Source: an optimization exercise on an open RTL-to-GDS flow (aim: small area, a short achievable clock period and few clock cycles per item). Production flows keep margins and buffers that such runs may drop. At most, simulation tests tie the RTL to the original design; equivalence was not proved. Power is estimated from default activity; no workload was simulated.

rev 12:
==> flow/design.v (excerpt) <==
module risc (
    input         reset,
    input         clk0,
    input  [31:0] mem_datain,
    output [23:0] paddr,
    output [31:0] mem_dataout,
    output        mem_req,
    output        mem_rdwr,
    output        halted
);
reg  [23:0] ar;     
reg  [31:0] acc;
reg  [31:0] ir;     
reg         e;      
reg         hlt;    
reg         chk;    
reg         c_jge, c_jne;           
reg         c_sto;                  
reg         c_mem;                  
reg  [2:0]  c_op;                   
reg         c_shr, c_shl;
localparam [2:0] OP_LDA = 3'b000, OP_COM = 3'b001, OP_AND = 3'b010, OP_OR  = 3'b011,
                 OP_XOR = 3'b100, OP_SWP = 3'b101, OP_ADD = 3'b110, OP_SUB = 3'b111;
wire        c_add = c_mem & c_op[2] & c_op[1];      
wire        c_ld  = c_mem & ~(c_op[2] & c_op[1]);   
assign paddr       = ar;
assign mem_dataout = acc;
assign mem_req     = ~hlt;
assign mem_rdwr    = ~(e & c_sto);
assign halted      = hlt;
wire [31:0] d  = mem_datain;
wire [7:0] o   = d[31:24];
wire       def = (o[7:4] == 4'h0);
wire       d_lda = def & (o[3:0] == 4'h0);
wire       d_sto = def & (o[3:0] == 4'h1);
wire       d_add = def & (o[3:0] == 4'h2);
  ...
Settings: LEC_CHECK=0, ABC_AREA=1, CAP_MARGIN=20, CORE_MARGIN=2, CORE_UTILIZATION=40, SETUP_SLACK_MARGIN=4.0, SLEW_MARGIN=20; clock period 6.5 ns.
standard.sh (not shown) runs the stock make flow with config.mk's settings and CLKGATE_MAP_FILE= SYNTH_SCRIPT=/design/flow/synth_recipe.tcl, a recipe that flattens the netlist after the stock synthesis.
==> flow/flow/run.sh <==
#!/bin/bash
# Own flow: the standard layout (standard.sh, ORFS make) with the ports
# buffered by the smallest buffer instead of the default delay buffer. The
# resizer still upsizes any port buffer that timing or slew needs.
set -euo pipefail
bash standard.sh BUFFER_PORTS_ARGS="-buffer_cell sky130_fd_sc_hd__buf_1" finish > make_finish.log 2>&1
Rev 12: no failed stages, no open violations at the end
Testbench counts of rev 12, summed over its fixed seeds: cycles 64,424, instructions 36,867.
Setup changes, rev 12 to rev 13
Settings: a change of SETUP_SLACK_MARGIN from 4.0 to 3.5.
### Flow results
Comparing rev 12 and rev 13, the lower worst slack on hold paths is on rev 13.
The multi-input logic cell count of rev 13 is lower than that of rev 12.
For rev 12, the critical path capture point was ar[12]$_DFFE_PP0P_, unlike rev 13, where it was ar[14]$_DFFE_PP0P_.
Lower post-CTS setup buffer count goes to rev 13 over rev 12.
Of the two values seen for critical path startpoint, ir[7]$_DFF_P_ was produced by rev 12 and c_mem$_DFFE_PP0P_ by rev 13.
Final cycle utilization of the critical path was lower in rev 12 than in rev 13.
Fmax for rev 13: 6.4% down relative to rev 12

04-12:
Another version of the RTL of risc (not shown whole).
For scale: about 980 cells after synthesis, about 100 flip-flops, roughly 93 I/O pins.
clock: 6.5 ns
lec_check: 0
abc_area: 1
cap_margin: 20
core_margin: 2
core_utilization: 40
setup_slack_margin: 2.5
slew_margin: 20
Scripts as last shown in full above: flow/flow/run.sh
Relative to 04-12, the following input files were edited for 03-03:
Settings: a deleted SETUP_SLACK_MARGIN that had been 2.5; a deleted ABC_AREA that had been 1.
==> flow/run.sh (new file) <==
#!/bin/bash
# synth_recipe.tcl (not shown) runs the flow's synth.tcl, then flattens the netlist and writes it again
# the make line also repeats each setting of config.mk as NAME=value (left out here)
make -C /OpenROAD-flow-scripts/flow DESIGN_CONFIG=/design/flow/config.mk WORK_HOME=/design/flow/orfs CLKGATE_MAP_FILE= SYNTH_SCRIPT=/design/flow/synth_recipe.tcl finish
removed: flow/flow/run.sh
removed: flow/standard.sh
--- outcome ---
From 04-12 to 03-03 the numbers moved as follows: required time reported for the critical path endpoint moved down, wire length increased by about 2.7% relative to the old numbers, placed wire-length estimate after detailed placement has increased, worst slack at placement now sits lower, synthesized area rose about 1.4%.
Comparing global-route usage for 03-03 and 04-12, the bigger number came from 03-03.
Total via count in the routed design went down by a few percent going from 04-12 to 03-03.
Compared with 04-12, 03-03 shows final-layout worst hold slack lower by 0.015 ns.
No run of this note included a check of the RTL's function; only the layout flow was run.

Another version of the RTL of risc (not shown whole).
Size in the first run: roughly 1000 cells after synthesis, about 93 I/O pins.
export LEC_CHECK = 0
export ABC_AREA = 1
export CAP_MARGIN = 20
export CORE_MARGIN = 2
export CORE_UTILIZATION = 40
export SETUP_SLACK_MARGIN = 4.4
export SLEW_MARGIN = 20
create_clock -name core_clock -period 6.5 [get_ports {clk0}]
==> flow/flow/run.sh <==
#!/bin/bash
# Own flow: the standard layout (standard.sh, ORFS make) with the ports
# buffered by the smallest buffer instead of the default delay buffer. The
# resizer still upsizes any port buffer that timing or slew needs.
set -euo pipefail
bash standard.sh BUFFER_PORTS_ARGS="-buffer_cell sky130_fd_sc_hd__buf_1" finish > make_finish.log 2>&1
Testbench counts at the start, summed over its fixed seeds: cycles 64,424, instructions 36,867.
Rerun with:
--- a/flow/config.mk
+++ b/flow/config.mk
@@ -10,4 +10,4 @@
 export CORE_MARGIN = 2
 export CORE_UTILIZATION = 40
-export SETUP_SLACK_MARGIN = 4.4
+export SETUP_SLACK_MARGIN = 4.1
 export SLEW_MARGIN = 20
=> Sequential power barely changes; cell area is lower by 15%; synthesized cell count does not change; clock-buffer cell count does not change; global-route usage falls by 2.9 points; combinational power drops by about 27%; final cell count came out lower by about 6%; die area is unchanged.
Rerun with:
--- a/flow/config.mk
+++ b/flow/config.mk
@@ -10,4 +10,4 @@
 export CORE_MARGIN = 2
 export CORE_UTILIZATION = 40
-export SETUP_SLACK_MARGIN = 4.1
+export SETUP_SLACK_MARGIN = 3.8
 export SLEW_MARGIN = 20
After rerunning:
- synthesized area stays the same
- design area is lower by about 7%
- setup slack stays flat
- total power is lower by 2.4%
- non-clock buffer count is lower by 31
- core utilization is lower by 3.7 points
- cell count is lower by about 2.4%
Rerun with:
--- a/flow/config.mk
+++ b/flow/config.mk
@@ -10,4 +10,4 @@
 export CORE_MARGIN = 2
 export CORE_UTILIZATION = 40
-export SETUP_SLACK_MARGIN = 3.8
+export SETUP_SLACK_MARGIN = 3.9
 export SLEW_MARGIN = 20
The changed run ran to the end with no violations. Clock-buffer cell count is unchanged. Non-clock buffer count came out higher by 13. Core utilization came out higher by 1.8 points.

static timing again, ports no longer ideal:
No port has a modelled driver above. Below, the same layouts with a new extraction and two added sets of constraints. Step 1, drivers: a clkbuf_16 drives clk0 and a buf_2 each remaining input, both assumed. Step 2 adds t to the input delays and takes it off the output delays; t is the mean of the earliest and latest rising clock arrival at the registers after step 1. Input paths then give back, and output paths get back, about the clock's delay inside the block. Three values: no drivers, after step 1, after step 2; two values: the first two.
run | t, ns | setup slack, ns | worst hold slack (ns)
rev 12 | 0.406 | 3.701 / 3.701 / 3.405 | 0.517 / 0.517 / 0.517
rev 13 | 0.409 | 3.509 / 3.509 / 3.187 | 0.509 / 0.509 / 0.509
04-12 | 0.403 | 2.796 / 2.761 / 2.796 | 0.491 / 0.491 / 0.491
03-03 | 0.407 | 1.709 / 1.662 / 2.069 | 0.476 / 0.476 / 0.476
the first run of note 3 | 0.402 | 3.765 / 3.724 / 3.322 | 0.485 / 0.485 / 0.485
the second run of note 3 | 0.408 | 3.866 / 3.838 / 3.430 | 0.452 / 0.452 / 0.452
the third run of note 3 | 0.408 | 3.864 / 3.841 / 3.433 | 0.457 / 0.457 / 0.457
the fourth run of note 3 | 0.405 | 3.785 / 3.735 / 3.330 | 0.453 / 0.453 / 0.453
After both steps setup and hold are still met in every run listed. For the fourth run of note 3, which loses most, drivers alone change the setup slack by -0.050 ns; drivers and shift together by -0.455 ns.
